What follows belongs to an exercise in optimizing a design on an open flow for small area, a short achievable clock period and few clock cycles per item; a production flow would make more cautious choices. At most, simulation tests tie the RTL to the original design; equivalence was not proved. No driver is modelled on the clock port, so clock power and skew are understated where the tree is cut down; a real chip needs a root buffer or a tree. No activity file was given, so power comes from the tool's default toggle rates.

job 2105:
==> module crc_code_faulty_memory, before the edit <==
module crc_code_faulty_memory(
    input clk,
    input rst,
    input write,
    input read,
    input [7:0] data_in,
    input [3:0] addr_in,
    input [3:0] fault_addr,
    input [1:0] burst_error_length,
    input fault_enable,
    output mem_write_busy,
    output read_busy,
    output data_valid,
    output error_detected,
    output completed,
    output [7:0] data_out
);
    reg [7:0] mem [0:15];
    always @(posedge clk) begin
        if (write)
            mem[addr_in] <= data_in;
    end
    reg       rd_p;
    reg [3:0] addr_p;
    reg [3:0] fault_addr_p;
    reg [1:0] burst_len_p;
    reg       fault_en_p;
    always @(posedge clk or posedge rst) begin
        if (rst)
            rd_p <= 1'b0;
        else
            rd_p <= read;
    end
    always @(posedge clk) begin
        addr_p       <= addr_in;
        fault_addr_p <= fault_addr;
        burst_len_p  <= burst_error_length;
        fault_en_p   <= fault_enable;
    end
    wire [4:0] burst_end = {1'b0, fault_addr_p} + {3'b000, burst_len_p};
    reg  [7:0] dmask;
    integer j;
    always @(*) begin
        for (j = 0; j < 8; j = j + 1)
            dmask[j] = fault_en_p && (fault_addr_p <= j + 4) && (burst_end >= j + 4);
    end
    wire err = fault_en_p && (fault_addr_p < 4'd12);
    reg       done_r, valid_r, error_r;
    reg [7:0] data_r;
    always @(posedge clk or posedge rst) begin
        if (rst) begin
            done_r  <= 1'b0;
            valid_r <= 1'b0;
            error_r <= 1'b0;
        end else begin
            done_r  <= rd_p;
            valid_r <= rd_p & ~err;
            error_r <= rd_p & err;
        end
    end
    always @(posedge clk) begin
        data_r <= mem[addr_p] ^ dmask;
    end
    assign mem_write_busy = 1'b0;
    assign read_busy      = 1'b0;
    assign completed      = done_r;
    assign data_valid     = valid_r;
    assign error_detected = error_r;
    assign data_out       = data_r;
endmodule
==> flow/config.mk <==
export PLATFORM = sky130hd
export DESIGN_NAME = crc_code_faulty_memory
export DESIGN_NICKNAME = crc_code_faulty_memory
export VERILOG_FILES = /design/flow/design.v
export SDC_FILE = /design/flow/constraint.sdc
export NUM_CORES = 4
export LEC_CHECK = 0
export CAP_MARGIN = 20
export CORE_MARGIN = 2
export CORE_UTILIZATION = 40
export PLACE_DENSITY = 0.6
export SLEW_MARGIN = 20
==> flow/constraint.sdc <==
create_clock -name core_clock -period 6.0 [get_ports {clk}]
set_input_delay 1.2000 -clock core_clock [delete_from_list [all_inputs] [get_ports {clk}]]
set_output_delay 1.2000 -clock core_clock [all_outputs]
set_load 0.01 [all_outputs]
run.sh (not shown) runs the stock make flow with config.mk's settings and CLKGATE_MAP_FILE= SYNTH_SCRIPT=/design/flow/synth_recipe.tcl, a recipe that flattens the netlist after the stock synthesis.
Relative to job 2105, the following input files were edited for job 1058:
==> flow/design.v <==
module crc_code_faulty_memory(
    input clk,
    input rst,
    input write,
    input read,
    input [7:0] data_in,
    input [3:0] addr_in,
    input [3:0] fault_addr,
    input [1:0] burst_error_length,
    input fault_enable,
    output mem_write_busy,
    output read_busy,
    output data_valid,
    output error_detected,
    output completed,
    output [7:0] data_out
);
    reg [7:0] mem [0:15];
    always @(posedge clk) begin
        if (write)
            mem[addr_in] <= data_in;
    end
    wire [4:0] burst_end = {1'b0, fault_addr} + {3'b000, burst_error_length};
    reg  [7:0] dmask;
    integer j;
    always @(*) begin
        for (j = 0; j < 8; j = j + 1)
            dmask[j] = fault_enable && (fault_addr <= j + 4) && (burst_end >= j + 4);
    end
    wire err = fault_enable && (fault_addr < 4'd12);
    reg       done_r, valid_r, error_r;
    reg [7:0] data_r;
    always @(posedge clk or posedge rst) begin
        if (rst) begin
            done_r  <= 1'b0;
            valid_r <= 1'b0;
            error_r <= 1'b0;
        end else begin
            done_r  <= read;
            valid_r <= read & ~err;
            error_r <= read & err;
        end
    end
    always @(posedge clk) begin
        data_r <= mem[addr_in] ^ dmask;
    end
    assign mem_write_busy = 1'b0;
    assign read_busy      = 1'b0;
    assign completed      = done_r;
    assign data_valid     = valid_r;
    assign error_detected = error_r;
    assign data_out       = data_r;
endmodule
Results
- Changes observed in job 1058 relative to job 2105: number of standard cells after synthesis decreased about 11%; relative area of non-clock buffer cells in the final design essentially unchanged; cell depth of the worst flop-to-flop path decreased 2; upper clock frequency limit decreased about 20%.
- Share of synthesized area occupied by flip-flops and latches up 1.1 points in job 1058 wrt job 2105
- Summary of job 1058 over job 2105: worst setup slack now sits lower, flip-flop and latch share of the layout cell area now sits higher, wire length of the first global-routing pass now sits lower, total clock sinks now sits lower.
Testbench counts of job 1058, summed over its fixed seeds: cycles 4,800, items 4,800.
The RTL of job 2105 was laid out without a check of its function.

========
## build 73
crc_code_faulty_memory, a different RTL version from the one above (not shown whole).
Size in the first run: about 150 flip-flops, ~6800 um2 of cells after synthesis.
==> module crc_code_faulty_memory, before the edit <==
module crc_code_faulty_memory(
    input clk,
    input rst,
    input write,
    input read,
    input [7:0] data_in,
    input [3:0] addr_in,
    input [3:0] fault_addr,
    input [1:0] burst_error_length,
    input fault_enable,
    output mem_write_busy,
    output read_busy,
    output data_valid,
    output error_detected,
    output completed,
    output [7:0] data_out
);
    reg       wr_p;
    reg       rd_p;
    reg [3:0] addr_p;
    reg [7:0] pay_p;
    always @(posedge clk or posedge rst) begin
        if (rst)
            rd_p <= 1'b0;
        else
            rd_p <= read;
    end
    always @(posedge clk) begin
        wr_p   <= write;
        addr_p <= addr_in;
        pay_p  <= read ? {1'b0, fault_enable, burst_error_length, fault_addr} : data_in;
    end
    wire [7:0] wdata_p      = pay_p;
    wire [3:0] fault_addr_p = pay_p[3:0];
    wire [1:0] burst_len_p  = pay_p[5:4];
    wire       fault_en_p   = pay_p[6];
    reg  [7:0]  mem [0:15];
    wire [15:0] word_sel = 16'd1 << addr_p;
    genvar w;
    generate
        for (w = 0; w < 16; w = w + 1) begin : g_word
            always @(posedge clk) begin
                if (wr_p && word_sel[w])
                    mem[w] <= wdata_p;
            end
        end
    endgenerate
    reg [7:0] rdata;
    integer k;
    always @(*) begin
        rdata = 8'h00;
        for (k = 0; k < 16; k = k + 1)
            rdata = rdata | (mem[k] & {8{word_sel[k]}});
    end
    wire [15:0] start_at = 16'd1 << fault_addr_p;
    wire        len_ge1  = |burst_len_p;
    wire        len_ge2  = burst_len_p[1];
    wire        len_eq3  = &burst_len_p;
    reg  [7:0]  dmask;
    integer j;
    always @(*) begin
        for (j = 0; j < 8; j = j + 1)
            dmask[j] = fault_en_p && (start_at[j + 4] ||
                                      (start_at[j + 3] && len_ge1) ||
                                      (start_at[j + 2] && len_ge2) ||
                                      (start_at[j + 1] && len_eq3));
    end
    wire err = fault_en_p && (fault_addr_p < 4'd12);
    reg       done_r, valid_r, error_r;
    reg [7:0] data_r;
    always @(posedge clk or posedge rst) begin
        if (rst)
            done_r <= 1'b0;
        else
            done_r <= rd_p;
    end
    always @(posedge clk) begin
        valid_r <= rd_p & ~err;
        error_r <= rd_p & err;
        data_r  <= rdata ^ dmask;
    end
    assign mem_write_busy = 1'b0;
    assign read_busy      = 1'b0;
    assign completed      = done_r;
    assign data_valid     = valid_r;
    assign error_detected = error_r;
    assign data_out       = data_r;
endmodule
clock: 6.0 ns
lec_check: 0
abc_area: 1
cap_margin: 20
core_margin: 2
core_utilization: 70
place_density: 0.8
setup_slack_margin: 4.1
slew_margin: 20
standard.sh (not shown) runs the stock make flow with config.mk's settings and CLKGATE_MAP_FILE= SYNTH_SCRIPT=/design/flow/synth_recipe.tcl, a recipe that flattens the netlist after the stock synthesis.
==> flow/flow/run.sh <==
#!/bin/bash
# Layout: the standard flow (standard.sh), with its synthesis unchanged and
# these ORFS settings for the later steps:
#  - port buffers of the smallest plain buffer (the resizer sizes them up as
#    timing needs) instead of the default delay-cell buffers;
#  - a two-level clock tree built by flow/mcts.tcl in place of TritonCTS
#    (PRE_CTS hook): the registers are split by position into groups, each
#    driven by a leaf clock buffer at its centre; the clock port drives a few
#    mid-level buffers, each driving the leaf buffers of neighbouring groups.
set -uo pipefail
export MCTS_GROUPS=8 MCTS_ROOT=2 MCTS_BUF=sky130_fd_sc_hd__inv_8 MCTS_LPM=2 MCTS_MID=sky130_fd_sc_hd__inv_8
EXTRA=("BUFFER_PORTS_ARGS=-buffer_cell sky130_fd_sc_hd__buf_1" "PRE_CTS_TCL=$PWD/flow/pre_cts.tcl")
bash standard.sh synth > synth.log 2>&1 || { tail -n 30 synth.log; exit 1; }
bash standard.sh "${EXTRA[@]}" finish > layout.log 2>&1 || { tail -n 30 layout.log; exit 1; }
Other scripts of this flow, unchanged in this note and not shown: flow/flow/mcts.tcl, flow/flow/pre_cts.tcl
[inputs] trial 91 vs build 73
==> flow/design.v <==
module crc_code_faulty_memory(
    input clk,
    input rst,
    input write,
    input read,
    input [7:0] data_in,
    input [3:0] addr_in,
    input [3:0] fault_addr,
    input [1:0] burst_error_length,
    input fault_enable,
    output mem_write_busy,
    output read_busy,
    output data_valid,
    output error_detected,
    output completed,
    output [7:0] data_out
);
    reg       wr_p;
    reg       rd_p;
    reg [3:0] addr_p;
    reg [7:0] pay_p;
    always @(posedge clk or posedge rst) begin
        if (rst)
            rd_p <= 1'b0;
        else
            rd_p <= read;
    end
    always @(posedge clk) begin
        wr_p   <= write;
        addr_p <= addr_in;
        pay_p  <= read ? {1'b0, fault_enable, burst_error_length, fault_addr} : data_in;
    end
    wire [7:0] wdata_p      = pay_p;
    wire [3:0] fault_addr_p = pay_p[3:0];
    wire [1:0] burst_len_p  = pay_p[5:4];
    wire       fault_en_p   = pay_p[6];
    reg [7:0] mem [0:15];
    always @(posedge clk) begin
        if (wr_p)
            mem[addr_p] <= wdata_p;
    end
    wire [15:0] start_at = 16'd1 << fault_addr_p;
    wire        len_ge1  = |burst_len_p;
    wire        len_ge2  = burst_len_p[1];
    wire        len_eq3  = &burst_len_p;
    reg  [7:0]  dmask;
    integer j;
    always @(*) begin
        for (j = 0; j < 8; j = j + 1)
            dmask[j] = fault_en_p && (start_at[j + 4] ||
                                      (start_at[j + 3] && len_ge1) ||
                                      (start_at[j + 2] && len_ge2) ||
                                      (start_at[j + 1] && len_eq3));
    end
    wire err = fault_en_p && (fault_addr_p < 4'd12);
    reg       done_r, valid_r, error_r;
    reg [7:0] data_r;
    always @(posedge clk or posedge rst) begin
        if (rst)
            done_r <= 1'b0;
        else
            done_r <= rd_p;
    end
    always @(posedge clk) begin
        valid_r <= rd_p & ~err;
        error_r <= rd_p & err;
        data_r  <= mem[addr_p] ^ dmask;
    end
    assign mem_write_busy = 1'b0;
    assign read_busy      = 1'b0;
    assign completed      = done_r;
    assign data_valid     = valid_r;
    assign error_detected = error_r;
    assign data_out       = data_r;
endmodule
--- outcome ---
Status: share of the clock period used by the worst path parity (trial 91, build 73). Total met2 wirelength after detailed routing was higher in the run labelled build 73. Core utilization: build 73 and trial 91 compared, lower one is build 73. There was hardly any difference in fmax between trial 91 and build 73. Build 73 and trial 91 ended up with nearly the same worst clock skew. NOTE area of the core region build 73->trial 91 decreased by a few percent. Trial 91: flow completed, timing, DRC and antenna clean.
Testbench counts of trial 91, summed over its fixed seeds: cycles 4,806, items 4,800.
Only the layout flow was run in build 73; the RTL was not checked for function there. In every run of this note, the design's own scripts or RTL, not TritonCTS, make the clock network.

========
Another version of the RTL of crc_code_faulty_memory (not shown whole).
Size in the first run: about 310 cells after synthesis, ~160 flip-flops, about 36 I/O pins, ~5900 µm² of cells after synthesis.
==> module crc_code_faulty_memory, before the edit <==
module crc_code_faulty_memory(
    input clk,
    input rst,
    input write,
    input read,
    input [7:0] data_in,
    input [3:0] addr_in,
    input [3:0] fault_addr,
    input [1:0] burst_error_length,
    input fault_enable,
    output mem_write_busy,
    output read_busy,
    output data_valid,
    output error_detected,
    output completed,
    output [7:0] data_out
);
    reg       wr_p;
    reg       rd_p;
    reg [3:0] addr_p;
    reg [7:0] wdata_p;
    reg [3:0] fault_addr_p;
    reg [1:0] burst_len_p;
    reg       fault_en_p;
    always @(posedge clk or posedge rst) begin
        if (rst)
            rd_p <= 1'b0;
        else
            rd_p <= read;
    end
    always @(posedge clk) begin
        wr_p         <= write;
        addr_p       <= addr_in;
        wdata_p      <= data_in;
        fault_addr_p <= fault_addr;
        burst_len_p  <= burst_error_length;
        fault_en_p   <= fault_enable;
    end
    reg [7:0] mem [0:15];
    always @(posedge clk) begin
        if (wr_p)
            mem[addr_p] <= wdata_p;
    end
    wire [15:0] start_at = 16'd1 << fault_addr_p;
    wire        len_ge1  = |burst_len_p;
    wire        len_ge2  = burst_len_p[1];
    wire        len_eq3  = &burst_len_p;
    reg  [7:0]  dmask;
    integer j;
    always @(*) begin
        for (j = 0; j < 8; j = j + 1)
            dmask[j] = fault_en_p && (start_at[j + 4] ||
                                      (start_at[j + 3] && len_ge1) ||
                                      (start_at[j + 2] && len_ge2) ||
                                      (start_at[j + 1] && len_eq3));
    end
    wire err = fault_en_p && (fault_addr_p < 4'd12);
    reg       done_r, valid_r, error_r;
    reg [7:0] data_r;
    always @(posedge clk or posedge rst) begin
        if (rst)
            done_r <= 1'b0;
        else
            done_r <= rd_p;
    end
    always @(posedge clk) begin
        valid_r <= rd_p & ~err;
        error_r <= rd_p & err;
        data_r  <= mem[addr_p] ^ dmask;
    end
    assign mem_write_busy = 1'b0;
    assign read_busy      = 1'b0;
    assign completed      = done_r;
    assign data_valid     = valid_r;
    assign error_detected = error_r;
    assign data_out       = data_r;
endmodule
export LEC_CHECK = 0
export CAP_MARGIN = 20
export CORE_MARGIN = 2
export CORE_UTILIZATION = 70
export PLACE_DENSITY = 0.8
export SETUP_SLACK_MARGIN = 4.1
export SLEW_MARGIN = 20
create_clock -name core_clock -period 6.0 [get_ports {clk}]
==> flow/flow/run.sh <==
#!/bin/bash
# Layout: the standard flow (standard.sh), with its synthesis unchanged and
# these ORFS settings for the later steps:
#  - port buffers of the smallest plain buffer (the resizer sizes them up as
#    timing needs) instead of the default delay-cell buffers;
#  - a two-level clock tree of inverters built by flow/mcts.tcl in place of TritonCTS
#    (PRE_CTS hook): the registers are split by position into groups, each
#    driven by a leaf clock buffer at its centre; the clock port drives a few
#    mid-level buffers, each driving the leaf buffers of neighbouring groups.
set -uo pipefail
export MCTS_GROUPS=8 MCTS_ROOT=2 MCTS_BUF=sky130_fd_sc_hd__clkinv_8 MCTS_LPM=2 MCTS_MID=sky130_fd_sc_hd__clkinv_8
EXTRA=("BUFFER_PORTS_ARGS=-buffer_cell sky130_fd_sc_hd__buf_1" "PRE_CTS_TCL=$PWD/flow/pre_cts.tcl")
bash standard.sh synth > synth.log 2>&1 || { tail -n 30 synth.log; exit 1; }
bash standard.sh "${EXTRA[@]}" finish > layout.log 2>&1 || { tail -n 30 layout.log; exit 1; }
Other scripts of this flow, unchanged in this note and not shown: flow/flow/mcts.tcl, flow/flow/pre_cts.tcl
The starting point completed with no timing, DRC or antenna violations.
Testbench counts at the start, summed over its fixed seeds: cycles 4,806, items 4,800.
==> next run, changes <==
--- a/flow/design.v
+++ b/flow/design.v
@@ -19,8 +19,5 @@
     reg       rd_p;
     reg [3:0] addr_p;
-    reg [7:0] wdata_p;
-    reg [3:0] fault_addr_p;
-    reg [1:0] burst_len_p;
-    reg       fault_en_p;
+    reg [7:0] pay_p;
     always @(posedge clk or posedge rst) begin
         if (rst)
@@ -30,11 +27,12 @@
     end
     always @(posedge clk) begin
-        wr_p         <= write;
-        addr_p       <= addr_in;
-        wdata_p      <= data_in;
-        fault_addr_p <= fault_addr;
-        burst_len_p  <= burst_error_length;
-        fault_en_p   <= fault_enable;
+        wr_p   <= write;
+        addr_p <= addr_in;
+        pay_p  <= read ? {1'b0, fault_enable, burst_error_length, fault_addr} : data_in;
     end
+    wire [7:0] wdata_p      = pay_p;
+    wire [3:0] fault_addr_p = pay_p[3:0];
+    wire [1:0] burst_len_p  = pay_p[5:4];
+    wire       fault_en_p   = pay_p[6];
     reg [7:0] mem [0:15];
     always @(posedge clk) begin
Critical path depth is lower by 2; worst setup slack improves by 51 ps; fmax is higher by about 2.7%; synthesized cell count is higher by about 0.65%; via count is higher by 2.7%; die area is lower by 0.84%; power is lower by about 0.9%; clock power is lower by about 0.9%; design area is lower by 0.49%; first-iteration DRC count is higher by about 3.6%.
Testbench counts after the change, summed over its fixed seeds: cycles 4,806, items 4,800.
No run of this note takes its clock network from TritonCTS; it comes from the design's own scripts or RTL.

## afterwards: timing with drivers on the ports
In the flow no input, the clock included, has a driving cell. The finished layouts below were timed again as built, in two steps.
Step 1, drivers: a clkbuf_16 drives clk and a buf_2 each remaining input, both assumed.
Step 2 adds t to the input delays and takes it off the output delays; t is the mean of the earliest and latest rising clock arrival at the registers after step 1. Input paths then give back, and output paths get back, about the clock's delay inside the block.
a / b / c = no drivers / after step 1 / after step 2; a / b = the first two.
run | t, ns | setup slack, ns | hold WS [ns] | worst setup path after step 2 | worst register clock-pin slew, ns
job 2105 | 0.453 | 3.167 / 3.167 / 2.736 | 0.393 / 0.393 / 0.393 | input to register | 0.06 / 0.06
job 1058 | 0.447 | 2.432 / 2.445 / 1.998 | 0.797 / 0.797 / 0.797 | input to register | 0.06 / 0.06
build 73 | 0.242 | 4.179 / 4.072 / 4.124 | 0.380 / 0.380 / 0.380 | input to register | 0.09 / 0.09
trial 91 | 0.243 | 4.177 / 4.056 / 4.132 | 0.430 / 0.430 / 0.430 | input to register | 0.09 / 0.09
the first run of note 3 | 0.270 | 4.105 / 4.050 / 4.105 | 0.400 / 0.400 / 0.400 | register to register | 0.07 / 0.08
the second run of note 3 | 0.267 | 4.156 / 4.019 / 4.141 | 0.433 / 0.433 / 0.433 | input to register | 0.07 / 0.07
After both steps setup and hold are still met in every run listed. For job 1058, which loses most, drivers alone change the setup slack by +0.013 ns; drivers and shift together by -0.434 ns.
